From an optimization exercise on the open Yosys and OpenROAD flow, aimed at small area, a short achievable clock period and few clock cycles; shortcuts taken in it are not production practice.
The RTL was checked by simulation tests, not by an equivalence proof against the original design.

==> flow/design.v, too long to show whole: its modules and the start of the top module <==
// module booth_pp: 5 lines
// module csa_fa: 6 lines
// module csa_ha: 6 lines
// module gan_nu: 1417 lines
// module GAN_shared_hw: 200 lines
module GAN_shared_hw (x1, x2, x3, x4,
                     w_l1_11, w_l1_12, w_l1_13, w_l1_14, w_l1_21, w_l1_22, w_l1_23, w_l1_24, w_l1_31, w_l1_32, w_l1_33, w_l1_34, w_l1_41, w_l1_42, w_l1_43, w_l1_44, b_l1_1, b_l1_2, b_l1_3, b_l1_4,
                     w_l2_11, w_l2_12, w_l2_21, w_l2_22, w_l2_31, w_l2_32, w_l2_41, w_l2_42, b_l2_1, b_l2_2,
                     w_l3_11, w_l3_21, b_l3_1,
                     w_l4_11, b_l4_1,
                     w_l5_11, b_l5_1,
                     w_l6_11, w_l6_12, b_l6_1, b_l6_2,
                     w_l7_11, w_l7_12, w_l7_13, w_l7_14, w_l7_21, w_l7_22, w_l7_23, w_l7_24, b_l7_1, b_l7_2, b_l7_3, b_l7_4,
                     w_l8_11, w_l8_12, w_l8_13, w_l8_14, w_l8_21, w_l8_22, w_l8_23, w_l8_24, w_l8_31, w_l8_32, w_l8_33, w_l8_34, w_l8_41, w_l8_42, w_l8_43, w_l8_44, b_l8_1, b_l8_2, b_l8_3, b_l8_4,
                     f1, f2, f3, f4, Done, Start, Reset, Clock);
  // ...
==> flow/run.sh <==
#!/bin/bash
# synth_recipe.tcl (not shown) runs the flow's synth.tcl, then flattens the netlist and writes it again
# the make line also repeats each setting of config.mk as NAME=value (left out here)
make -C /OpenROAD-flow-scripts/flow DESIGN_CONFIG=/design/flow/config.mk WORK_HOME=/design/flow/orfs CLKGATE_MAP_FILE= SYNTH_SCRIPT=/design/flow/synth_recipe.tcl finish
==> flow/config.mk <==
export PLATFORM = sky130hd
export DESIGN_NAME = GAN_shared_hw
export DESIGN_NICKNAME = GAN_shared_hw
export VERILOG_FILES = /design/flow/design.v
export SDC_FILE = /design/flow/constraint.sdc
export NUM_CORES = 4
export LEC_CHECK = 0
export CAP_MARGIN = 20
export CORE_MARGIN = 2
export CORE_UTILIZATION = 40
export SLEW_MARGIN = 20
==> flow/constraint.sdc <==
create_clock -name core_clock -period 12.5 [get_ports {Clock}]
set_input_delay 2.5000 -clock core_clock [delete_from_list [all_inputs] [get_ports {Clock}]]
set_output_delay 2.5000 -clock core_clock [all_outputs]
set_load 0.01 [all_outputs]
==> impl_metrics.yaml, run 1 <==
yosys:
  synth_cell_type_count: 71
  yosys.area_share.simple_pct: 3.82
  synth_top_family_by_area: "adder cells"
  synth-edff-count: 508
cts:
  htree_levels: 2
  cts_setup_buffers: 0
  root_buffer: "clkbuf_16"
  post_cts_resized: 0
  clockBufferDepth: 3
  numCtsBuffers: 60
detailed_routing:
  remaining_drc_errors: 0
  highest_layer: "met5"
placed_design:
  placedCellCount: 7022
setup_path:
  path_buf_inv: 5
  crit_path_max_incr_delay_ns: 1.10
  crit_path_end_kind: "flop"
global_routing:
  grt_pass1_vias: 42600
  track_usage_pct: 28.5
  use_met3_pct: 4.90
worst_hold_path:
  whs_path_depth: 2
  min_path_type: "reg -> reg"
  hold_end: "act0[23]$_DFFE_PP_"
die:
  num_tap_cells: 1781
  fp-row-count: 135
timing:
  slew_headroom_pct: 21.0
  finalHoldViolations: 0
outcome:
  status: "no timing/DRC/antenna violations"
finish:
  multi_input_area_share_pct: 52.0
  drive_gt1_share_pct: 4.87
  clock_area_share_pct: 3.22
  final_util_pct: 46.7
  seq_area_share_pct: 27.1
run:
  maxCapViolations: 0
Testbench counts, summed over its fixed seeds: cycles 4,160.
==> inputs of run 2 (changes only) <==
--- a/flow/config.mk
+++ b/flow/config.mk
@@ -7,2 +7,3 @@
 export LEC_CHECK = 0
+export ABC_CLOCK_PERIOD_IN_PS = 4000
 export CAP_MARGIN = 20
@@ -10,2 +11,3 @@
 export CORE_UTILIZATION = 40
-export SLEW_MARGIN = 20
+export SETUP_SLACK_MARGIN = 5
+export SLEW_MARGIN = 60
==> run 2 against run 1 <==
Still clean on timing, DRC and antenna. Setup slack gained 1.0 ns. Via count grew 1.7%. Flip-flop and latch count is the same. Critical path type unchanged.
==> impl_metrics.yaml, run 2 <==
yosys:
  synth_cell_type_count: 71
  synth-edff-count: 508
  yosys_warnings: 1
  synth_top_area_cell: "edfxtp_1"
  synthTopCellsByCount: "a22oi_1 (780), fa_1 (620), inv_1 (595)"
  synth.most_common_cell: "a22oi_1"
  syn_area_per_cell_sq_um: 10.7
  seq_area_frac_synth_pct: 31.5
  synth_ff_type: "edfxtp_1"
  synth_async_sr_flop_share_pct: 0
  synth_area_sq_mm: 0.0544
  synth_area_leaders: "edfxtp_1 (28%), fa_1 (23%), a22oi_1 (11%)"
  netlist_instances: 5071
  synth_top_area_share_pct: 28.0
  ys_ff_latch: 601
global_routing:
  track_usage_pct: 28.8
  overflow: 0
  grt_max_degree: 73
  grt_pass1_wl_mm: 297
  antenna_found_initial: 29
  grt_pass1_vias: 43300
finish:
  drive_gt1_share_pct: 8.01
  syn_to_final_growth_pct: 19.2
  final_cell_mix: "a22oi_1 (780), fa_1 (620), inv_1 (594)"
  nets: 6659
  final_common_cell: "a22oi_1"
cts:
  root_buffer: "clkbuf_16"
  clkLatencyLatePin_ns: 0.65
  clk_pin_slew_ns: 0.06
  clock_sinks: 601
  numCtsBuffers: 66
  cts_setup_buffers: 0
  htree_levels: 3
  cts_tree: "built"
  cts_hold_buf: 0
  clockBufferDepth: 3
detailed_routing:
  vias: 42200
  routed-wl-met3_mm: 16.3
  drt-wirelength-per-cell_microns: 27.9
  wl_met1_mm: 72.3
  drt_iter0_drc: 4662
  via_per_inst: 5.78
  routed_wl_mm: 204
  remaining_drc_errors: 0
  first_pass_iters: 7
  ant_nets: 0
  route.met2.wl_mm: 102
  highest_layer: "met5"
setup_path:
  cp_top_family: "adder cells"
  cp_common_cell: "fa_1"
  crit_type: "reg -> reg"
  crit_path_end_kind: "flop"
  cp.required_ns: 12.84
  cp-start-kind: "flop"
  arrival_ns: 7.46
  worstPathCellList: "buf_4 -> buf_4 -> a22oi_1 -> xor2_1 -> fa_1 -> inv_1 -> fa_1 -> fa_1 -> fa_1 -> fa_1 -> ha_1 -> and3_1 -> and3_1 -> nand4_1 -> a21oi_1 -> a31oi_1 -> o41a_1 -> xnor2_2 -> buf_6 -> nand2b_4 -> o21ai_0"
  worst_path_max_delay_cell: "fa_1"
  crit_path_max_incr_delay_ns: 0.59
  path_buf_inv: 4
  path_max_fanout: 38
run:
  maxCapViolations: 0
die:
  fp-row-count: 135
  coreArea_sq_mm: 0.135
  die_h_microns: 373
  io_pins: 594
  fp.dieW_microns: 373
  initial_utilization_pct: 40.2
  die_area_sq_mm: 0.139
timing:
  tightest_slew_ns: 0.624
  grt_setup_unrepaired: "false"
  finalSetupViolCount: 0
  tns_ns: 0
  fmax_mhz: 141
  clock_skew_ns: 0.0360
  final_max_slew_viol_count: 0
  post-route-period-util_pct: 56.9
  slew_headroom_pct: 58.4
  layout_min_cycle_time_ns: 7.12
  finalHoldViolations: 0
  hold_ws_ns: 0.552
placed_design:
  dp_hpwl_mm: 157
  port_buffers: 591
  place_congestion: 0.921
worst_hold_path:
  min_path_type: "reg -> reg"
outcome:
  status: "no timing/DRC/antenna violations"
==> run 2: final cells by class <==
cell class | count | area [sq um]
Clock inverter | 37 | 430
Sequential cell | 601 | 17200
Clock buffer | 84 | 1760
Antenna cell | 9 | 22.5
Multi-Input combinational cell | 3357 | 33000
Timing Repair Buffer | 835 | 7970
Inverter | 595 | 2240
Fill cell | 12300 | 70400
Tap cell | 1781 | 2230
==> run 2: through the flow <==
step / instance area [sq um] / cells / setup WS (ns) / utilization, %
2_1_floorplan: 54400 / 5072 / 5.75 / -
3_3_place_gp: 61100 / 7023 / 4.55 / 45.2
3_5_place_dp: 62400 / 7160 / 5.04 / 46.1
4_1_cts: 64600 / 7281 / 5.07 / 47.8
5_1_grt: 64900 / 7296 / 5.03 / 47.9
6_report: 64900 / 7299 / 5.38 / 47.9
==> run 2: logic make-up after synthesis <==
kind of cell / share of synthesized area, %
adders and majority gates: 25.5
buffers and inverters: 8.26
AOI/OAI and AO/OA: 17.1
muxes: 0.0966
other: 0.00689
xor gates and xnor gates: 13.7
DFF: 31.5
and+or+nand+nor: 3.82
==> run 2: layer usage <==
| metal | global-route usage, % | vias up |
|---|---|---|
| met5 | 0 | - |
| met4 | 15.4 | 18 |
| met3 | 4.82 | 478 |
| met2 | 49.7 | 2430 |
| met1 | 34.4 | 21200 |
| li1 | - | 18100 |
==> run 2: worst reg2reg max path: cells and delay by family, from the launching register on <==
| family | cells | cell delay (ns) |
|---|---|---|
| compound gates | 5 | 1.29 |
| xor+xnor | 2 | 0.28 |
| fa+ha+maj | 6 | 3.01 |
| buf+inv | 4 | 0.76 |
| flops | 1 | 0.48 |
| simple gates | 4 | 0.99 |
==> run 2: timing repair <==
item / 4_1_cts / 5_1_grt
pin swaps: 0 / 1
gates resized for setup: 1 / 3
setup endpoints to repair: 2 / 76
==> run 2: final timing paths <==
path	start	to	slack [ns]	cells past startpoint
max	act1[9]$_DFFE_PP_	act2[5]$_DFFE_PP_	5.38	21
min	s_w8_31[0]$_DFFE_PP_	e02[0]$_DFF_P_	0.55	1
max reg2reg	act1[9]$_DFFE_PP_	act2[5]$_DFFE_PP_	5.38	21
min reg2reg	s_w8_31[0]$_DFFE_PP_	e02[0]$_DFF_P_	0.55	1
==> inputs of run 3 (changes only) <==
--- a/flow/config.mk
+++ b/flow/config.mk
@@ -7,3 +7,2 @@
 export LEC_CHECK = 0
-export ABC_CLOCK_PERIOD_IN_PS = 4000
 export CAP_MARGIN = 20
==> run 3 against run 2 <==
Global-route usage is the same. Maximum frequency is the same. Hold slack did not move. Final cell count unchanged. Final area did not move. Register-to-register slack barely moved. First-iteration DRC count unchanged. Critical path type unchanged. Largest cell class unchanged. Highest routed layer unchanged.
==> impl_metrics.yaml, run 3 <==
outcome:
  status: "no timing/DRC/antenna violations"
finish:
  drive_gt1_share_pct: 8.01
  register_area_sq_mm: 0.0172
  nets: 6659
  finalNonFillerCells: 7299
  n_fill_cell: 12300
  final_cell_mix: "a22oi_1 (780), fa_1 (620), inv_1 (594)"
  final_area_sq_mm: 0.0649
  syn_to_final_growth_pct: 19.2
  final_common_cell: "a22oi_1"
  multiInputGateArea_sq_mm: 0.0330
placed_design:
  port_buffers: 591
  placedCellCount: 7160
  placed_cell_area_sq_mm: 0.0624
  place_ws_ns: 5.04
  dp_hpwl_mm: 157
  place_congestion: 0.921
yosys:
  synth_area_sq_mm: 0.0544
  synth_top_area_cell: "edfxtp_1"
  synth_top_area_share_pct: 28.0
  synth_ff_type: "edfxtp_1"
  synth.most_common_cell: "a22oi_1"
  seq_area_frac_synth_pct: 31.5
  synth_async_sr_flop_share_pct: 0
  netlist_instances: 5071
  synth_area_leaders: "edfxtp_1 (28%), fa_1 (23%), a22oi_1 (11%)"
  synth_cell_type_count: 71
  yosys_warnings: 1
  ys_ff_latch: 601
  synth-edff-count: 508
  syn_area_per_cell_sq_um: 10.7
  synthTopCellsByCount: "a22oi_1 (780), fa_1 (620), inv_1 (595)"
timing:
  post-route-period-util_pct: 56.9
  slew_headroom_pct: 58.4
  fmax_mhz: 141
  setup_slack_ns: 5.38
  finalHoldViolations: 0
  grt_setup_unrepaired: "false"
  clock_skew_ns: 0.0360
  final_max_slew_viol_count: 0
  finalSetupViolCount: 0
  tightest_slew_ns: 0.624
  tns_ns: 0
  layout_min_cycle_time_ns: 7.12
setup_path:
  rr_worst_depth: 21
  crit_path_end_kind: "flop"
  cp-start-kind: "flop"
  crit_type: "reg -> reg"
  arrival_ns: 7.46
  path_max_fanout: 38
  cp.required_ns: 12.84
die:
  die_h_microns: 373
  fp-row-count: 135
  fp.dieW_microns: 373
  coreArea_sq_mm: 0.135
  initial_utilization_pct: 40.2
  die_area_sq_mm: 0.139
  io_pins: 594
cts:
  root_buffer: "clkbuf_16"
  clockBufferDepth: 3
  cts_hold_buf: 0
  numCtsBuffers: 66
  clock_sinks: 601
  clk_pin_slew_ns: 0.06
  cts_tree: "built"
  clkLatencyLatePin_ns: 0.65
  cts_setup_buffers: 0
  htree_levels: 3
detailed_routing:
  first_pass_iters: 7
  vias: 42200
  ant_nets: 0
  drt_iter0_drc: 4662
  drt-wirelength-per-cell_microns: 27.9
  remaining_drc_errors: 0
  via_per_inst: 5.78
  routed_wl_mm: 204
global_routing:
  overflow: 0
  grt_pass1_vias: 43300
  antenna_found_initial: 29
  grt_pass1_wl_mm: 297
  grt_max_degree: 73
  track_usage_pct: 28.8
worst_hold_path:
  whs_path_depth: 1
  min_path_type: "reg -> reg"
run:
  maxCapViolations: 0
==> run 3: kinds of logic (layout without fill, tap and decap cells) <==
kind of cell    Yosys count  count (layout)  synth area share [%]
compound gates         1314            1314                  17.1
buf+inv                1114            1551                  8.26
xor+xnor                853             853                  13.7
fa+ha+maj               738             738                  25.5
flops                   601             601                  31.5
simple gates            446             446                  3.82
mux                       4               4                0.0966
other cells               1              11               0.00689
==> run 3: area by class of cell <==
class,count,share of cell area (%)
repair buffers,835,12.3
multi-input cells,3357,50.9
flip-flops and latches,601,26.5
inverters,595,3.45
clock inverters,37,0.664
clock buffers,84,2.71
diodes,9,0.0347
well taps,1781,3.44
==> run 3: layer usage <==
layer,track usage (%),vias to the layer above,wire [microns]
li1,-,18100,-
met1,34.4,21200,72300
met2,49.7,2430,102000
met3,4.82,478,16300
met4,15.4,18,12900
met5,0,-,124
==> run 3: per-stage QoR <==
stage / util [%] / hold WS [ns]
final: 47.9 / 0.552
after floorplan: - / 0.472
after detailed placement: 46.1 / 0.546
after global routing: 47.9 / 0.575
after CTS: 47.8 / 0.558
after global placement: 45.2 / 0.542
==> run 3: path summary, 6_finish.rpt <==
| kind | endpoint | slack (ns) | start |
|---|---|---|---|
| worst max register to register | act2[5]$_DFFE_PP_ | 5.38 | act1[9]$_DFFE_PP_ |
| worst max-delay path | act2[5]$_DFFE_PP_ | 5.38 | act1[9]$_DFFE_PP_ |
| worst min-delay path | e02[0]$_DFF_P_ | 0.55 | s_w8_31[0]$_DFFE_PP_ |
| worst min register to register | e02[0]$_DFF_P_ | 0.55 | s_w8_31[0]$_DFFE_PP_ |
==> run 3: what timing repair did <==
item / 4_1_cts / 5_1_grt
endpoints found under the setup margin: 2 / 76
pin swaps: 0 / 1
resized for setup: 1 / 3
==> run 3: critical path: stages, from the launching register on <==
cell and delay, ns:
edfxtp_1 0.48, buf_4 0.22, buf_4 0.18, a22oi_1 0.23, xor2_1 0.13, fa_1 0.58
inv_1 0.06, fa_1 0.49, fa_1 0.55, fa_1 0.59, fa_1 0.43, ha_1 0.37
and3_1 0.22, and3_1 0.17, nand4_1 0.17, a21oi_1 0.25, a31oi_1 0.20, o41a_1 0.45
xnor2_2 0.15, buf_6 0.30, nand2b_4 0.40, o21ai_0 0.15
==> inputs of run 4 (changes only) <==
==> flow/flow/run.sh (new file) <==
#!/bin/bash
set -euo pipefail
bash standard.sh SETUP_SLACK_MARGIN=7 finish > standard_flow.log 2>&1
==> flow/standard.sh (new file) <==
#!/bin/bash
# synth_recipe.tcl (not shown) runs the flow's synth.tcl, then flattens the netlist and writes it again
# the make line also repeats each setting of config.mk as NAME=value (left out here)
make -C /OpenROAD-flow-scripts/flow DESIGN_CONFIG=/design/flow/config.mk WORK_HOME=/design/flow/orfs CLKGATE_MAP_FILE= SYNTH_SCRIPT=/design/flow/synth_recipe.tcl "${@:-finish}"
--- a/flow/config.mk
+++ b/flow/config.mk
@@ -10,3 +10,2 @@
 export CORE_UTILIZATION = 40
-export SETUP_SLACK_MARGIN = 5
 export SLEW_MARGIN = 60
removed: flow/run.sh
==> run 4 against run 3 <==
Still clean on timing, DRC and antenna. Critical path depth stayed put. Area after synthesis stayed put. Flip-flop and latch count stayed put. Setup slack better by 0.57 ns.
==> impl_metrics.yaml, run 4 <==
outcome:
  status: "no timing/DRC/antenna violations"
yosys:
  synth_cell_type_count: 71
  yosys_warnings: 1
  synth-edff-count: 508
  syn_area_per_cell_sq_um: 10.7
  synthTopCellsByCount: "a22oi_1 (780), fa_1 (620), inv_1 (595)"
  netlist_instances: 5071
  synth_ff_type: "edfxtp_1"
  seq_area_frac_synth_pct: 31.5
  synth_area_sq_mm: 0.0544
  synth_top_area_cell: "edfxtp_1"
  synth_top_area_share_pct: 28.0
  ys_ff_latch: 601
  synth.most_common_cell: "a22oi_1"
  synth_area_leaders: "edfxtp_1 (28%), fa_1 (23%), a22oi_1 (11%)"
  synth_async_sr_flop_share_pct: 0
detailed_routing:
  drt_iter0_drc: 4849
  vias: 44000
  first_pass_iters: 7
  drt-wirelength-per-cell_microns: 28.7
  remaining_drc_errors: 0
  routed_wl_mm: 217
  via_per_inst: 5.83
  ant_nets: 0
finish:
  n_fill_cell: 11900
  register_area_sq_mm: 0.0172
  nets: 6908
  final_cell_mix: "a22oi_1 (694), fa_1 (600), clkdlybuf4s50_1 (583)"
  final_common_cell: "a22oi_1"
  drive_gt1_share_pct: 18.6
  multiInputGateArea_sq_mm: 0.0354
  final_util_pct: 51.7
  syn_to_final_growth_pct: 28.6
cts:
  cts_hold_buf: 0
  clock_sinks: 601
  numCtsBuffers: 60
  clk_pin_slew_ns: 0.06
  clockBufferDepth: 3
  htree_levels: 2
  root_buffer: "clkbuf_16"
  cts_tree: "built"
  clkLatencyLatePin_ns: 0.69
timing:
  tns_ns: 0
  post-route-period-util_pct: 52.4
  finalHoldViolations: 0
  final_max_slew_viol_count: 0
  setup_slack_ns: 5.95
  clock_skew_ns: 0.0638
  tightest_slew_ns: 0.679
  layout_min_cycle_time_ns: 6.55
  fmax_mhz: 153
  finalSetupViolCount: 0
  grt_setup_unrepaired: "true"
  slew_headroom_pct: 54.7
setup_path:
  r2r_end: "act2[24]$_DFFE_PP_"
  arrival_ns: 6.96
  rrSetupSlack_ns: 5.95
  cp.required_ns: 12.91
  cp-start-kind: "flop"
  crit_path_end_kind: "flop"
  cp-startpoint: "act1[14]$_DFFE_PP_"
  rr_worst_depth: 21
  crit_end: "act2[24]$_DFFE_PP_"
  crit_type: "reg -> reg"
  r2r_start: "act1[14]$_DFFE_PP_"
  path_max_fanout: 8
run:
  maxCapViolations: 0
global_routing:
  overflow: 0
  grt_max_degree: 76
  grt_pass1_wl_mm: 313
  grt_pass1_vias: 45500
  antenna_found_initial: 19
  track_usage_pct: 30.5
die:
  io_pins: 594
  die_h_microns: 373
  fp.dieW_microns: 373
  initial_utilization_pct: 40.2
  fp-row-count: 135
  coreArea_sq_mm: 0.135
  die_area_sq_mm: 0.139
placed_design:
  place_ws_ns: 5.40
  place_congestion: 0.911
  port_buffers: 591
  dp_hpwl_mm: 157
worst_hold_path:
  min_path_type: "reg -> reg"
run 4: final cells by class:
class,instances,share of cell area [%]
Multi-Input combinational cell,3371,50.7
Sequential cell,601,24.6
Timing Repair Buffer,1076,15.4
Inverter,595,3.21
Tap cell,1781,3.19
Clock buffer,70,2.23
Clock inverter,43,0.690
Antenna cell,6,0.0215
run 4: worst max-delay path, stage by stage (launching register included):
cell,delay (ns)
edfxtp_1,0.44
buf_6,0.18
buf_4,0.20
a22oi_2,0.22
xor2_1,0.22
fa_1,0.45
inv_1,0.10
fa_1,0.48
fa_1,0.59
fa_1,0.48
fa_1,0.55
ha_4,0.30
and2_4,0.17
nand4_1,0.20
a21oi_4,0.26
a31oi_4,0.12
o41a_1,0.40
xnor2_4,0.33
buf_6,0.18
buf_16,0.11
nand2b_4,0.25
o21ai_2,0.09
run 4: repair_timing:
action                                  in CTS  in global routing
gates cloned                                25                  3
buffers inserted                           183                 46
endpoints found under the hold margin        0                  0
endpoints found under the setup margin     199                192
pin swaps                                  149                131
gates resized for setup                    376                192
run 4: per-layer routing:
metal,vias to the layer above,share of wire (%),global-route usage [%]
met3,628,8.2,5.41
met4,20,8.0,18.9
met2,2587,49,52.0
li1,18600,-,-
met1,22100,35,35.6
met5,-,0.058,0
run 4: worst min path at each step:
stage,cells after the start,to,slack (ns),start
floorplan,1,e11[6]$_DFF_P_,0.47,s_w7_22[1]$_DFFE_PP_
global placement,1,e02[0]$_DFF_P_,0.52,s_w8_31[0]$_DFFE_PP_
detailed placement,2,e11[8]$_DFF_P_,0.50,s_w7_22[5]$_DFFE_PP_
CTS,1,e02[0]$_DFF_P_,0.55,s_w8_31[0]$_DFFE_PP_
global route,1,e02[0]$_DFF_P_,0.57,s_w8_31[0]$_DFFE_PP_
finish,1,e02[0]$_DFF_P_,0.54,s_w8_31[0]$_DFFE_PP_
run 4: kinds of logic (layout without fill, tap and decap cells):
group                      Yosys count  in the layout  share of synthesized area (%)
buffers and inverters             1114           1784                           8.26
adders and majority gates          738            738                           25.5
and+or+nand+nor                    446            459                           3.82
xor gates and xnor gates           853            853                           13.7
other                                1              8                        0.00689
AOI/OAI and AO/OA                 1314           1315                           17.1
muxes                                4              4                         0.0966
DFF                                601            601                           31.5
run 4: metrics by stage:
step | hold WS [ns] | cells | area (sq um)
2_1_floorplan | 0.472 | 5072 | 55800
3_3_place_gp | 0.522 | 7023 | 61600
3_5_place_dp | 0.500 | 7159 | 62900
4_1_cts | 0.549 | 7480 | 68500
5_1_grt | 0.565 | 7539 | 70000
6_report | 0.542 | 7543 | 70000
==> inputs of run 5 (changes only) <==
==> flow/run.sh (new file) <==
#!/bin/bash
# synth_recipe.tcl (not shown) runs the flow's synth.tcl, then flattens the netlist and writes it again
# the make line also repeats each setting of config.mk as NAME=value (left out here)
make -C /OpenROAD-flow-scripts/flow DESIGN_CONFIG=/design/flow/config.mk WORK_HOME=/design/flow/orfs CLKGATE_MAP_FILE= SYNTH_SCRIPT=/design/flow/synth_recipe.tcl finish
--- a/flow/config.mk
+++ b/flow/config.mk
@@ -10,2 +10,3 @@
 export CORE_UTILIZATION = 40
-export SLEW_MARGIN = 60
+export SLEW_MARGIN = 20
+export SYNTH_HIERARCHICAL = 1
removed: flow/flow/run.sh
removed: flow/standard.sh
==> run 5 against run 4 <==
Die area increased by 2.3%. Register-to-register slack lost 1.4 ns. Flip-flop and latch count stayed put. Setup slack lost 1.4 ns. Non-clock buffer count down 379.
==> impl_metrics.yaml, run 5 <==
outcome:
  status: "no timing/DRC/antenna violations"
finish:
  n_fill_cell: 12400
  finalNonFillerCells: 6747
  final_common_cell: "xnor2_1"
  final_cell_mix: "xnor2_1 (757), a22oi_2 (720), fa_1 (648)"
  final_util_pct: 48.3
  drive_gt1_share_pct: 21.5
  syn_to_final_growth_pct: 19.6
  nets: 6108
placed_design:
  dp_hpwl_mm: 160
  port_buffers: 591
  place_congestion: 0.920
  placedCellCount: 6604
cts:
  clk_pin_slew_ns: 0.06
  clkLatencyLatePin_ns: 0.69
  root_buffer: "clkbuf_16"
  clockBufferDepth: 3
  cts_tree: "built"
  clock_sinks: 601
  cts_hold_buf: 0
  numCtsBuffers: 71
  htree_levels: 3
  post_cts_resized: 0
  cts_setup_buffers: 0
detailed_routing:
  first_pass_iters: 6
  remaining_drc_errors: 0
  drt-wirelength-per-cell_microns: 31.0
  via_per_inst: 5.99
  routed_wl_mm: 209
  drt_iter0_drc: 3645
  vias: 40400
  ant_nets: 0
timing:
  layout_min_cycle_time_ns: 7.92
  finalHoldViolations: 0
  tns_ns: 0
  finalSetupViolCount: 0
  clock_skew_ns: 0.0475
  tightest_slew_ns: 1.26
  post-route-period-util_pct: 63.4
  slew_headroom_pct: 15.2
  fmax_mhz: 126
  final_max_slew_viol_count: 0
  grt_setup_unrepaired: "false"
setup_path:
  worst_path_max_delay_cell: "dfxtp_2"
  cp_top_family: "adder cells"
  crit_path_end_kind: "flop"
  crit_type: "reg -> reg"
  crit_path_max_incr_delay_ns: 1.04
  path_buf_inv: 0
  arrival_ns: 8.45
  cp_common_cell: "fa_1"
  cp-start-kind: "flop"
  cp.required_ns: 13.02
  path_max_fanout: 32
  worstPathCellList: "a22oi_2 -> xnor2_1 -> fa_1 -> fa_1 -> fa_1 -> fa_1 -> fa_1 -> ha_1 -> and2_1 -> nand3_1 -> nor3_1 -> o211ai_1 -> a21oi_1 -> o211ai_4 -> nor3b_1 -> nand2_1 -> a31oi_1"
yosys:
  yosys_warnings: 7
  synth_top_area_share_pct: 27.4
  ys_ff_latch: 601
  synth_top_area_cell: "edfxtp_1"
  synth-edff-count: 508
  synth_area_sq_mm: 0.0557
  syn_area_per_cell_sq_um: 13.2
  synth.most_common_cell: "xnor2_1"
  synth_ff_type: "edfxtp_1"
  synthTopCellsByCount: "xnor2_1 (757), a22oi_2 (720), fa_1 (648)"
  netlist_instances: 4217
  synth_cell_type_count: 87
  seq_area_frac_synth_pct: 30.7
  synth_area_leaders: "edfxtp_1 (27%), fa_1 (23%), a22oi_2 (16%)"
  synth_async_sr_flop_share_pct: 0
worst_hold_path:
  min_path_type: "reg -> reg"
die:
  coreArea_sq_mm: 0.138
  die_h_microns: 377
  io_pins: 594
  initial_utilization_pct: 40.4
  die_area_sq_mm: 0.142
  fp.dieW_microns: 377
  fp-row-count: 136
run:
  maxCapViolations: 0
global_routing:
  grt_max_degree: 175
  grt_pass1_vias: 41900
  antenna_found_initial: 36
  track_usage_pct: 29.3
  grt_pass1_wl_mm: 305
  overflow: 0
run 5: cell type report:
class	instances	area, sq um	area share [%]
Sequential cell	601	17200	25.8
Inverter	51	199	0.299
Tap cell	1794	2240	3.37
Clock inverter	47	529	0.795
Clock buffer	81	1860	2.79
Multi-Input combinational cell	3461	37800	56.8
Timing Repair Buffer	697	6740	10.1
Antenna cell	15	37.5	0.0564
run 5: worst reg2reg max path: cells and delay by family, from the launching register on:
kind | cells | cell delay, ns
AO/OA/AOI/OAI | 5 | 1.54
AND/OR/NAND/NOR | 5 | 1.79
flip-flops | 1 | 1.04
adder cells (fa/ha/maj) | 6 | 3.21
XOR/XNOR | 1 | 0.20
run 5: worst paths after layout:
check                            from                   to  slack, ns  depth (start not counted)
setup reg to reg       e01[0]$_DFF_P_   act0[24]$_DFFE_PP_       4.58                         17
hold reg to reg   done_r$_SDFFE_PN0P_  done_r$_SDFFE_PN0P_       0.55                          2
setup / recovery       e01[0]$_DFF_P_   act0[24]$_DFFE_PP_       4.58                         17
hold / removal    done_r$_SDFFE_PN0P_  done_r$_SDFFE_PN0P_       0.55                          2
run 5: stage by stage:
stage	hold WS [ns]	setup WS, ns	area, sq um
2_1_floorplan	0.473	5.85	55800
3_3_place_gp	0.507	4.70	64100
3_5_place_dp	0.522	4.80	64200
4_1_cts	0.542	4.71	66500
5_1_grt	0.571	4.27	66600
6_report	0.546	4.58	66600
run 5: cells by family (layout without fill, tap and decap cells):
kind of cell | count (synthesis) | count (layout) | synth area share [%]
flip-flops | 601 | 601 | 30.7
XOR/XNOR | 782 | 782 | 12.3
AO/OA/AOI/OAI | 1335 | 1335 | 24.8
adder cells (fa/ha/maj) | 760 | 760 | 25.8
other | 3 | 41 | 0.0202
multiplexers | 14 | 14 | 0.258
buffers and inverters | 178 | 876 | 1.64
AND/OR/NAND/NOR | 544 | 544 | 4.47
run 5: metal layers:
| layer | global-route usage [%] | vias to the layer above | share of wire (%) |
|---|---|---|---|
| met3 | 4.79 | 325 | 6.3 |
| met2 | 51.2 | 1691 | 51 |
| met1 | 35.8 | 21100 | 38 |
| li1 | - | 17300 | - |
| met4 | 12.0 | 26 | 4.1 |
| met5 | 0 | - | 0.076 |
run 5: per-module statistics from Yosys, one instance, submodules excluded:
module | cells | flip-flops and latches | times used
csa_ha | 1 | 0 | 14
csa_fa | 1 | 0 | 634
gan_nu | 303 | 0 | 2
GAN_shared_hw | 1523 | 601 | 1
booth_pp | 2 | 0 | 720
==> inputs of run 6 (changes only) <==
==> flow/flow/run.sh (new file) <==
#!/bin/bash
# The standard layout (synthesis included), with the port buffers made
# of the smallest buffer cell.
set -euo pipefail
export BUFFER_PORTS_ARGS="-buffer_cell sky130_fd_sc_hd__buf_1"
bash standard.sh finish > standard_flow.log 2>&1
==> flow/standard.sh (new file) <==
#!/bin/bash
# synth_recipe.tcl (not shown) runs the flow's synth.tcl, then flattens the netlist and writes it again
# the make line also repeats each setting of config.mk as NAME=value (left out here)
make -C /OpenROAD-flow-scripts/flow DESIGN_CONFIG=/design/flow/config.mk WORK_HOME=/design/flow/orfs CLKGATE_MAP_FILE= SYNTH_SCRIPT=/design/flow/synth_recipe.tcl "${@:-finish}"
--- a/flow/config.mk
+++ b/flow/config.mk
@@ -7,2 +7,3 @@
 export LEC_CHECK = 0
+export ABC_AREA = 1
 export CAP_MARGIN = 20
@@ -10,3 +11,3 @@
 export CORE_UTILIZATION = 40
-export SLEW_MARGIN = 20
-export SYNTH_HIERARCHICAL = 1
+export SETUP_SLACK_MARGIN = 5
+export SLEW_MARGIN = 60
removed: flow/run.sh
==> run 6 against run 5 <==
Core utilization down 3.9 points. Global-route usage down 0.075 points. Largest cell class unchanged. Still clean. Routed wire length up 2.8%.
==> impl_metrics.yaml, run 6 <==
global_routing:
  grt_pass1_wl_mm: 313
  grt_max_degree: 77
  antenna_found_initial: 9
  overflow: 0
  track_usage_pct: 29.2
  grt_pass1_vias: 46100
worst_hold_path:
  hp-start: "s_w8_33[5]$_DFFE_PP_"
  whs_path_depth: 2
  min_path_type: "reg -> reg"
  hold_end: "e02[8]$_DFF_P_"
cts:
  htree_levels: 3
  cts_hold_buf: 0
  clk_pin_slew_ns: 0.06
  clkLatencyLatePin_ns: 0.69
  clock_sinks: 601
  clockBufferDepth: 3
  root_buffer: "clkbuf_16"
  cts_tree: "built"
  numCtsBuffers: 67
timing:
  fmax_mhz: 137
  post-route-period-util_pct: 58.5
  slew_headroom_pct: 57.5
  layout_min_cycle_time_ns: 7.32
  final_max_slew_viol_count: 0
  hold_ws_ns: 0.540
  finalSetupViolCount: 0
  finalHoldViolations: 0
  clock_skew_ns: 0.0653
  tightest_slew_ns: 0.636
  grt_setup_unrepaired: "true"
  tns_ns: 0
yosys:
  synth_ff_type: "edfxtp_1"
  netlist_instances: 6019
  ys_ff_latch: 601
  synth_top_area_cell: "edfxtp_1"
  yosys.area_share.simple_pct: 9.55
  seq_area_frac_synth_pct: 30.2
  synth_area_sq_mm: 0.0566
  synth_top_family_by_area: "adder cells"
  synth_async_sr_flop_share_pct: 0
  synth.area.mux_share_pct: 0.0707
  synthXorXnorAreaFrac_pct: 12.3
  synth_fa_ha_area_share_pct: 24.5
  synthTopCellsByCount: "inv_1 (1029), nand2_1 (781), xor2_1 (764)"
  syn_area_per_cell_sq_um: 9.41
  synth_compound_area_share_pct: 12.5
  synth.most_common_cell: "inv_1"
  synth_area_leaders: "edfxtp_1 (27%), fa_1 (22%), xor2_1 (12%)"
  synth_cell_type_count: 61
  synth-edff-count: 508
  yosys_warnings: 1
  synth_top_area_share_pct: 26.9
setup_path:
  cp_common_cell: "fa_1"
  worst_path_max_delay_cell: "fa_1"
  cp.required_ns: 13.01
  path_buf_inv: 4
  crit_path_end_kind: "flop"
  rr_worst_depth: 23
  path_max_fanout: 36
  r2r_start: "act2[11]$_DFFE_PP_"
  rrSetupSlack_ns: 5.18
  cp-start-kind: "flop"
  crit_type: "reg -> reg"
  crit_path_max_incr_delay_ns: 0.55
  r2r_end: "act3[26]$_DFFE_PP_"
  cp_top_family: "adder cells"
  arrival_ns: 7.82
  worstPathCellList: "clkinv_1 -> o22ai_1 -> xor2_1 -> fa_1 -> inv_1 -> fa_1 -> inv_1 -> fa_1 -> fa_1 -> fa_1 -> ha_1 -> a21oi_1 -> nor2_1 -> nor2_1 -> o21ai_0 -> a21o_1 -> a21oi_1 -> inv_1 -> nand2_4 -> nand2_8 -> a21oi_1 -> nand2_1 -> nand2_1"
detailed_routing:
  drt-wirelength-per-cell_microns: 26.0
  vias: 46100
  drt_iter0_drc: 5128
  first_pass_iters: 8
  via_per_inst: 5.57
  ant_nets: 0
  routed_wl_mm: 215
  remaining_drc_errors: 0
finish:
  register_area_sq_mm: 0.0171
  finalNonFillerCells: 8265
  syn_to_final_growth_pct: 10.5
  multiInputGateArea_sq_mm: 0.0336
  n_fill_cell: 13700
  final_cell_mix: "inv_1 (946), nand2_1 (776), xor2_1 (764)"
  drive_gt1_share_pct: 6.47
  nets: 7520
  final_common_cell: "inv_1"
placed_design:
  placedCellCount: 8131
  dp_hpwl_mm: 166
  port_buffers: 591
  place_congestion: 0.947
die:
  coreArea_sq_mm: 0.141
  fp-row-count: 138
  initial_utilization_pct: 40.1
  io_pins: 594
  die_area_sq_mm: 0.145
  fp.dieW_microns: 380
  die_h_microns: 380
outcome:
  status: "no timing/DRC/antenna violations"
run:
  maxCapViolations: 0
-- run 6: cell families after synthesis --
family                     after synthesis
muxes                                    4
buffers and inverters                 1539
and+or+nand+nor                       1214
xor gates and xnor gates               793
other                                    1
AOI/OAI and AO/OA                     1129
DFF                                    601
adders and majority gates              738
-- run 6: cell type report --
cell class | count | area share [%]
flip-flops and latches | 601 | 27.4
well taps | 1890 | 3.78
repair buffers | 675 | 4.79
diodes | 7 | 0.0280
inverters | 1090 | 6.68
clock inverters | 38 | 0.888
multi-input cells | 3882 | 53.6
clock buffers | 82 | 2.84
-- run 6: timing repair --
action                     CTS  global route
setup endpoints to repair    0            43
setup buffers                0             0
resized for setup            0             5
-- run 6: metrics by stage --
step	instance area, sq um	setup slack [ns]	utilization, %
final	62600	5.18	44.4
after global routing	62600	5.01	44.4
after CTS	62400	5.22	44.2
after detailed placement	60100	5.25	42.6
after global placement	59700	4.43	42.4
after floorplan	56600	6.38	-
-- run 6: metal layers --
layer	global-route usage [%]	part of all wire, %	up-vias
met5	0	0.028	-
li1	-	-	20200
met3	4.46	7.7	526
met2	48.5	48	2703
met4	18.0	7.2	8
met1	35.8	37	22600
-- run 6: how the worst max path moves through the flow --
stage | slack (ns) | from | endpoint | cells past startpoint
after floorplan | 6.38 | e11[8]$_DFF_P_ | act3[10]$_DFFE_PP_ | 23
after global placement | 4.43 | e13[7]$_DFF_P_ | act3[26]$_DFFE_PP_ | 20
after detailed placement | 5.25 | e13[7]$_DFF_P_ | act3[26]$_DFFE_PP_ | 20
after CTS | 5.22 | e13[7]$_DFF_P_ | act3[26]$_DFFE_PP_ | 20
after global routing | 5.01 | act2[11]$_DFFE_PP_ | act3[26]$_DFFE_PP_ | 23
final | 5.18 | act2[11]$_DFFE_PP_ | act3[26]$_DFFE_PP_ | 23
-- run 6: worst register-to-register path, delay by kind of cell, from the launching register on --
kind	cells	cell delay (ns)
flip-flops	1	0.39
AND/OR/NAND/NOR	6	1.07
XOR/XNOR	1	0.13
AO/OA/AOI/OAI	6	1.76
adder cells (fa/ha/maj)	6	2.98
buffers and inverters	4	0.80
==> inputs of run 7 (changes only) <==
--- a/flow/config.mk
+++ b/flow/config.mk
@@ -7,3 +7,2 @@
 export LEC_CHECK = 0
-export ABC_AREA = 1
 export CAP_MARGIN = 20
==> run 7 against run 6 <==
Synthesized cell count decreased by 16%. Still clean. Critical endpoint is now act1[13]$_DFFE_PP_. Routed wire length decreased by 4.7%.
==> impl_metrics.yaml, run 7 <==
timing:
  slew_headroom_pct: 58.0
  tightest_slew_ns: 0.630
  fmax_mhz: 139
  finalSetupViolCount: 0
  setup_slack_ns: 5.31
  layout_min_cycle_time_ns: 7.19
  clock_skew_ns: 0.0603
  tns_ns: 0
  post-route-period-util_pct: 57.5
  final_max_slew_viol_count: 0
  grt_setup_unrepaired: "false"
  finalHoldViolations: 0
detailed_routing:
  routed_wl_mm: 205
  first_pass_iters: 9
  remaining_drc_errors: 0
  drt_iter0_drc: 4766
  ant_nets: 0
  via_per_inst: 5.83
  drt-wirelength-per-cell_microns: 28.0
  vias: 42500
finish:
  final_common_cell: "a22oi_1"
  drive_gt1_share_pct: 7.81
  n_fill_cell: 12700
  final_cell_mix: "a22oi_1 (779), fa_1 (620), inv_1 (594)"
  final_util_pct: 45.1
  nets: 6663
  syn_to_final_growth_pct: 12.1
  final_area_sq_mm: 0.0610
setup_path:
  worst_path_max_delay_cell: "fa_1"
  cp-start-kind: "flop"
  cp_common_cell: "fa_1"
  cp_top_family: "adder cells"
  cp.required_ns: 12.94
  path_max_fanout: 40
  crit_type: "reg -> reg"
  crit_path_max_incr_delay_ns: 0.59
  crit_path_end_kind: "flop"
  cp-startpoint: "act0[5]$_DFFE_PP_"
  worstPathCellList: "buf_4 -> a22oi_1 -> xnor2_1 -> fa_1 -> inv_1 -> fa_1 -> inv_1 -> fa_1 -> inv_1 -> fa_1 -> inv_1 -> fa_1 -> ha_1 -> a211oi_1 -> o211ai_1 -> a31oi_2 -> o211ai_1 -> nand2_1 -> o21ai_0 -> xnor2_2 -> buf_4 -> or3_4 -> o21ai_0"
  path_buf_inv: 6
  r2r_start: "act0[5]$_DFFE_PP_"
  arrival_ns: 7.62
die:
  coreArea_sq_mm: 0.135
  io_pins: 594
  die_h_microns: 373
  initial_utilization_pct: 40.2
  die_area_sq_mm: 0.139
  fp.dieW_microns: 373
  fp-row-count: 135
cts:
  htree_levels: 2
  clk_pin_slew_ns: 0.07
  numCtsBuffers: 58
  clock_sinks: 601
  clkLatencyLatePin_ns: 0.69
  clockBufferDepth: 3
  cts_tree: "built"
  root_buffer: "clkbuf_16"
  cts_hold_buf: 0
yosys:
  synth_area_sq_mm: 0.0544
  synth-edff-count: 508
  synth_cell_type_count: 71
  synth_async_sr_flop_share_pct: 0
  seq_area_frac_synth_pct: 31.5
  synth_top_area_cell: "edfxtp_1"
  netlist_instances: 5071
  synth.most_common_cell: "a22oi_1"
  yosys_warnings: 1
  syn_area_per_cell_sq_um: 10.7
  synth_ff_type: "edfxtp_1"
  synth_area_leaders: "edfxtp_1 (28%), fa_1 (23%), a22oi_1 (11%)"
  ys_ff_latch: 601
  synthTopCellsByCount: "a22oi_1 (780), fa_1 (620), inv_1 (595)"
  synth_top_area_share_pct: 28.0
placed_design:
  place_ws_ns: 4.98
  place_congestion: 0.934
  dp_hpwl_mm: 158
  port_buffers: 591
  placed_cell_area_sq_mm: 0.0588
global_routing:
  antenna_found_initial: 9
  grt_pass1_wl_mm: 298
  use_met3_pct: 3.96
  overflow: 0
  grt_max_degree: 71
  track_usage_pct: 28.8
  grt_pass1_vias: 43600
  grt_util_met1_pct: 34.2
  met2_usage_pct: 49.8
  busiest_layer: "met2"
outcome:
  status: "no timing/DRC/antenna violations"
worst_hold_path:
  hp-start: "o1[15]$_DFFE_PP_"
  min_path_type: "reg -> reg"
run:
  maxCapViolations: 0
==> run 7: kinds of logic (layout without fill, tap and decap cells) <==
| family | Yosys count | count (layout) | share of synthesized area (%) |
|---|---|---|---|
| buffers and inverters | 1114 | 1550 | 8.26 |
| AOI/OAI and AO/OA | 1314 | 1314 | 17.1 |
| and+or+nand+nor | 446 | 447 | 3.82 |
| adders and majority gates | 738 | 738 | 25.5 |
| other | 1 | 6 | 0.00689 |
| xor gates and xnor gates | 853 | 853 | 13.7 |
| muxes | 4 | 4 | 0.0966 |
| DFF | 601 | 601 | 31.5 |
==> run 7: layout make-up <==
| class | instances | area, sq um | area share (%) |
|---|---|---|---|
| tap | 1781 | 2230 | 3.65 |
| antenna | 4 | 10.0 | 0.0164 |
| inverter | 595 | 2240 | 3.68 |
| clock inverter | 27 | 318 | 0.521 |
| clock buffer | 82 | 1600 | 2.62 |
| multi-input combinational | 3358 | 33000 | 54.2 |
| sequential | 601 | 17200 | 28.1 |
| timing repair buffer | 846 | 4380 | 7.19 |
==> run 7: final timing paths <==
path                   endpoint  slack, ns  cells past startpoint
min reg2reg  act1[15]$_DFFE_PP_       0.58                      2
max          act1[13]$_DFFE_PP_       5.31                     23
max reg2reg  act1[13]$_DFFE_PP_       5.31                     23
min          act1[15]$_DFFE_PP_       0.58                      2
==> run 7: what timing repair did <==
action	4_1_cts	5_1_grt
buffers inserted	4	0
endpoints found under the setup margin	16	84
resized for setup	1	7
gates cloned	0	1
==> run 7: layer usage <==
| layer | wire length [microns] | vias to the layer above |
|---|---|---|
| met4 | 15100 | 10 |
| met5 | 58 | - |
| met1 | 72800 | 21400 |
| met2 | 102000 | 2423 |
| met3 | 14800 | 569 |
| li1 | - | 18100 |
==> run 7: per-stage QoR <==
step | instances | hold WS [ns]
2_1_floorplan | 5072 | 0.472
3_3_place_gp | 7028 | 0.544
3_5_place_dp | 7164 | 0.547
4_1_cts | 7277 | 0.574
5_1_grt | 7291 | 0.605
6_report | 7294 | 0.579
==> run 7: worst register-to-register path: stages, from the launching register on <==
cell and delay, ns:
edfxtp_1 0.52, buf_4 0.25, a22oi_1 0.20, xnor2_1 0.12, fa_1 0.59, inv_1 0.07
fa_1 0.50, inv_1 0.06, fa_1 0.56, inv_1 0.07, fa_1 0.54, inv_1 0.06
fa_1 0.45, ha_1 0.37, a211oi_1 0.26, o211ai_1 0.17, a31oi_2 0.34, o211ai_1 0.19
nand2_1 0.12, o21ai_0 0.17, xnor2_2 0.17, buf_4 0.28, or3_4 0.59, o21ai_0 0.31
==> inputs of run 8 (changes only) <==
--- a/flow/config.mk
+++ b/flow/config.mk
@@ -9,3 +9,4 @@
 export CORE_MARGIN = 2
-export CORE_UTILIZATION = 40
+export CORE_UTILIZATION = 60
+export CTS_BUF_LIST = sky130_fd_sc_hd__clkbuf_8
 export SETUP_SLACK_MARGIN = 5
==> run 8 against run 7 <==
Non-clock buffer count is 39 lower. Clock skew is 0.013 ns higher. Final area is 1.6% lower. Critical path depth is 2 lower. Critical endpoint is now act2[6]$_DFFE_PP_. Routed wire length is 6.8% lower. Core utilization is 22 points higher. Flip-flop and latch count stayed put. Final cell count is 7.7% lower.
==> impl_metrics.yaml, run 8 <==
outcome:
  status: "no timing/DRC/antenna violations"
detailed_routing:
  first_pass_iters: 8
  vias: 42800
  via_per_inst: 6.35
  drt-wirelength-per-cell_microns: 28.3
  ant_nets: 0
  remaining_drc_errors: 0
  drt_iter0_drc: 5446
  routed_wl_mm: 191
setup_path:
  crit_type: "reg -> reg"
  crit_path_end_kind: "flop"
  cp_common_cell: "fa_1"
  arrival_ns: 7.56
  worst_path_max_delay_cell: "fa_1"
  path_max_fanout: 39
  cp.required_ns: 12.94
  worstPathCellList: "buf_4 -> a22oi_1 -> xnor2_1 -> fa_1 -> inv_1 -> fa_1 -> inv_1 -> fa_1 -> fa_1 -> fa_1 -> ha_1 -> and3_1 -> and3_1 -> nand4_1 -> a21oi_1 -> a31oi_1 -> o41a_1 -> xnor2_2 -> buf_6 -> nand2b_2 -> o21ai_0"
  path_buf_inv: 4
  cp_top_family: "adder cells"
  crit_cells: 21
  cp-start-kind: "flop"
  crit_path_max_incr_delay_ns: 0.59
  rr_worst_depth: 21
yosys:
  synth_area_leaders: "edfxtp_1 (28%), fa_1 (23%), a22oi_1 (11%)"
  synth.most_common_cell: "a22oi_1"
  netlist_instances: 5071
  synth_ff_type: "edfxtp_1"
  synth_async_sr_flop_share_pct: 0
  synth_top_area_share_pct: 28.0
  synthTopCellsByCount: "a22oi_1 (780), fa_1 (620), inv_1 (595)"
  seq_area_frac_synth_pct: 31.5
  synth-edff-count: 508
  synth_top_area_cell: "edfxtp_1"
  syn_area_per_cell_sq_um: 10.7
  yosys_warnings: 1
  synth_area_sq_mm: 0.0544
  synth_cell_type_count: 71
  ys_ff_latch: 601
finish:
  register_area_sq_mm: 0.0172
  drive_gt1_share_pct: 7.94
  n_fill_cell: 7279
  final_util_pct: 66.8
  syn_to_final_growth_pct: 10.3
  final_common_cell: "a22oi_1"
  final_cell_mix: "a22oi_1 (780), fa_1 (620), inv_1 (617)"
  finalNonFillerCells: 6731
  multiInputGateArea_sq_mm: 0.0330
  nets: 6665
timing:
  fmax_mhz: 140
  post-route-period-util_pct: 57.0
  layout_min_cycle_time_ns: 7.12
  clock_skew_ns: 0.0731
  tns_ns: 0
  finalSetupViolCount: 0
  slew_headroom_pct: 59.1
  grt_setup_unrepaired: "true"
  final_max_slew_viol_count: 0
  finalHoldViolations: 0
  tightest_slew_ns: 0.613
die:
  fp.dieW_microns: 305
  fp-row-count: 110
  die_area_sq_mm: 0.0931
  die_h_microns: 305
  coreArea_sq_mm: 0.0899
  initial_utilization_pct: 60.5
  io_pins: 594
placed_design:
  place_congestion: 0.965
  dp_hpwl_mm: 144
  port_buffers: 591
  placedCellCount: 6523
run:
  maxCapViolations: 0
global_routing:
  grt_pass1_wl_mm: 282
  grt_pass1_vias: 43100
  overflow: 0
  grt_max_degree: 79
  track_usage_pct: 40.9
  antenna_found_initial: 18
cts:
  clkLatencyLatePin_ns: 0.79
  clockBufferDepth: 3
  post_cts_resized: 0
  clk_pin_slew_ns: 0.06
  numCtsBuffers: 99
  clock_sinks: 601
  cts_tree: "built"
  cts_hold_buf: 0
  cts_setup_buffers: 0
  root_buffer: "clkbuf_8"
  htree_levels: 3
worst_hold_path:
  min_path_type: "reg -> reg"
  whs_path_depth: 1
[run 8: cell counts after synthesis]
No cell type changed its count.
[run 8: worst paths after layout]
kind | endpoint | slack [ns] | start
setup / recovery | act2[6]$_DFFE_PP_ | 5.38 | e02[1]$_DFF_P_
hold / removal | e03[0]$_DFF_P_ | 0.53 | s_w8_41[0]$_DFFE_PP_
setup reg to reg | act2[6]$_DFFE_PP_ | 5.38 | e02[1]$_DFF_P_
hold reg to reg | e03[0]$_DFF_P_ | 0.53 | s_w8_41[0]$_DFFE_PP_
[run 8: area by class of cell]
cell class                 instances  area share [%]
sequential                       601            28.6
timing repair buffer             807            6.84
antenna                           15          0.0626
clock inverter                    71           0.790
multi-input combinational       3358            55.0
tap                             1176            2.45
clock buffer                     108            2.48
inverter                         595            3.74
[run 8: worst register-to-register path, stage by stage (launching register included)]
cell and delay, ns:
dfxtp_1 0.32, buf_4 0.42, a22oi_1 0.22, xnor2_1 0.19, fa_1 0.53, inv_1 0.06
fa_1 0.54, inv_1 0.05, fa_1 0.50, fa_1 0.59, fa_1 0.43, ha_1 0.37
and3_1 0.25, and3_1 0.18, nand4_1 0.21, a21oi_1 0.28, a31oi_1 0.19, o41a_1 0.45
xnor2_2 0.15, buf_6 0.31, nand2b_2 0.46, o21ai_0 0.13
[run 8: kinds of logic (layout without fill, tap and decap cells)]
| logic type | count (synthesis) | after routing | share of synthesized area [%] |
|---|---|---|---|
| XOR/XNOR | 853 | 853 | 13.7 |
| adder cells (fa/ha/maj) | 738 | 738 | 25.5 |
| AO/OA/AOI/OAI | 1314 | 1314 | 17.1 |
| other | 1 | 17 | 0.00689 |
| AND/OR/NAND/NOR | 446 | 447 | 3.82 |
| multiplexers | 4 | 4 | 0.0966 |
| flip-flops | 601 | 601 | 31.5 |
| buffers and inverters | 1114 | 1581 | 8.26 |
[run 8: through the flow]
stage / cell area [sq um] / hold WS [ns] / setup WS (ns)
after floorplan: 54400 / 0.472 / 5.75
after global placement: 56800 / 0.531 / 4.70
after detailed placement: 57700 / 0.519 / 5.14
after CTS: 59700 / 0.528 / 5.08
after global routing: 60000 / 0.537 / 4.95
final: 60000 / 0.532 / 5.38
[run 8: layer usage]
layer  vias to the layer above  global-route usage [%]  share of wire, %
li1                      18100                       -                 -
met1                     21100                    52.4                36
met2                      2966                    64.9                47
met3                       598                    7.27               9.6
met4                         4                    25.5               7.6
met5                         -                       0             0.014

==> static timing again, ports no longer ideal <==
The results above use ideal ports. As a check the final layouts listed here were re-extracted and re-timed, cells and wires unchanged.
Step 1 assumes that a clkbuf_16 drives the clock port and a buf_2 every other input.
Step 2 also shifts input and output timing later by t, the mid clock arrival at the registers, as if the neighbouring blocks saw the same clock.
a / b / c = no drivers / after step 1 / after step 2; a / b = the first two.
| run | shift t [ns] | setup WS [ns] | worst setup path after step 2 |
|---|---|---|---|
| run 1 | 0.728 | 4.340 / 4.340 / 4.340 | register to register |
| run 2 | 0.715 | 5.383 / 5.383 / 5.383 | register to register |
| run 3 | 0.715 | 5.383 / 5.383 / 5.383 | register to register |
| run 4 | 0.740 | 5.951 / 5.951 / 5.951 | register to register |
| run 5 | 0.744 | 4.578 / 4.578 / 4.578 | register to register |
| run 6 | 0.740 | 5.184 / 5.184 / 5.184 | register to register |
| run 7 | 0.736 | 5.314 / 5.314 / 5.314 | register to register |
| run 8 | 0.833 | 5.378 / 5.378 / 5.378 | register to register |
After both steps every run listed still meets setup and hold.
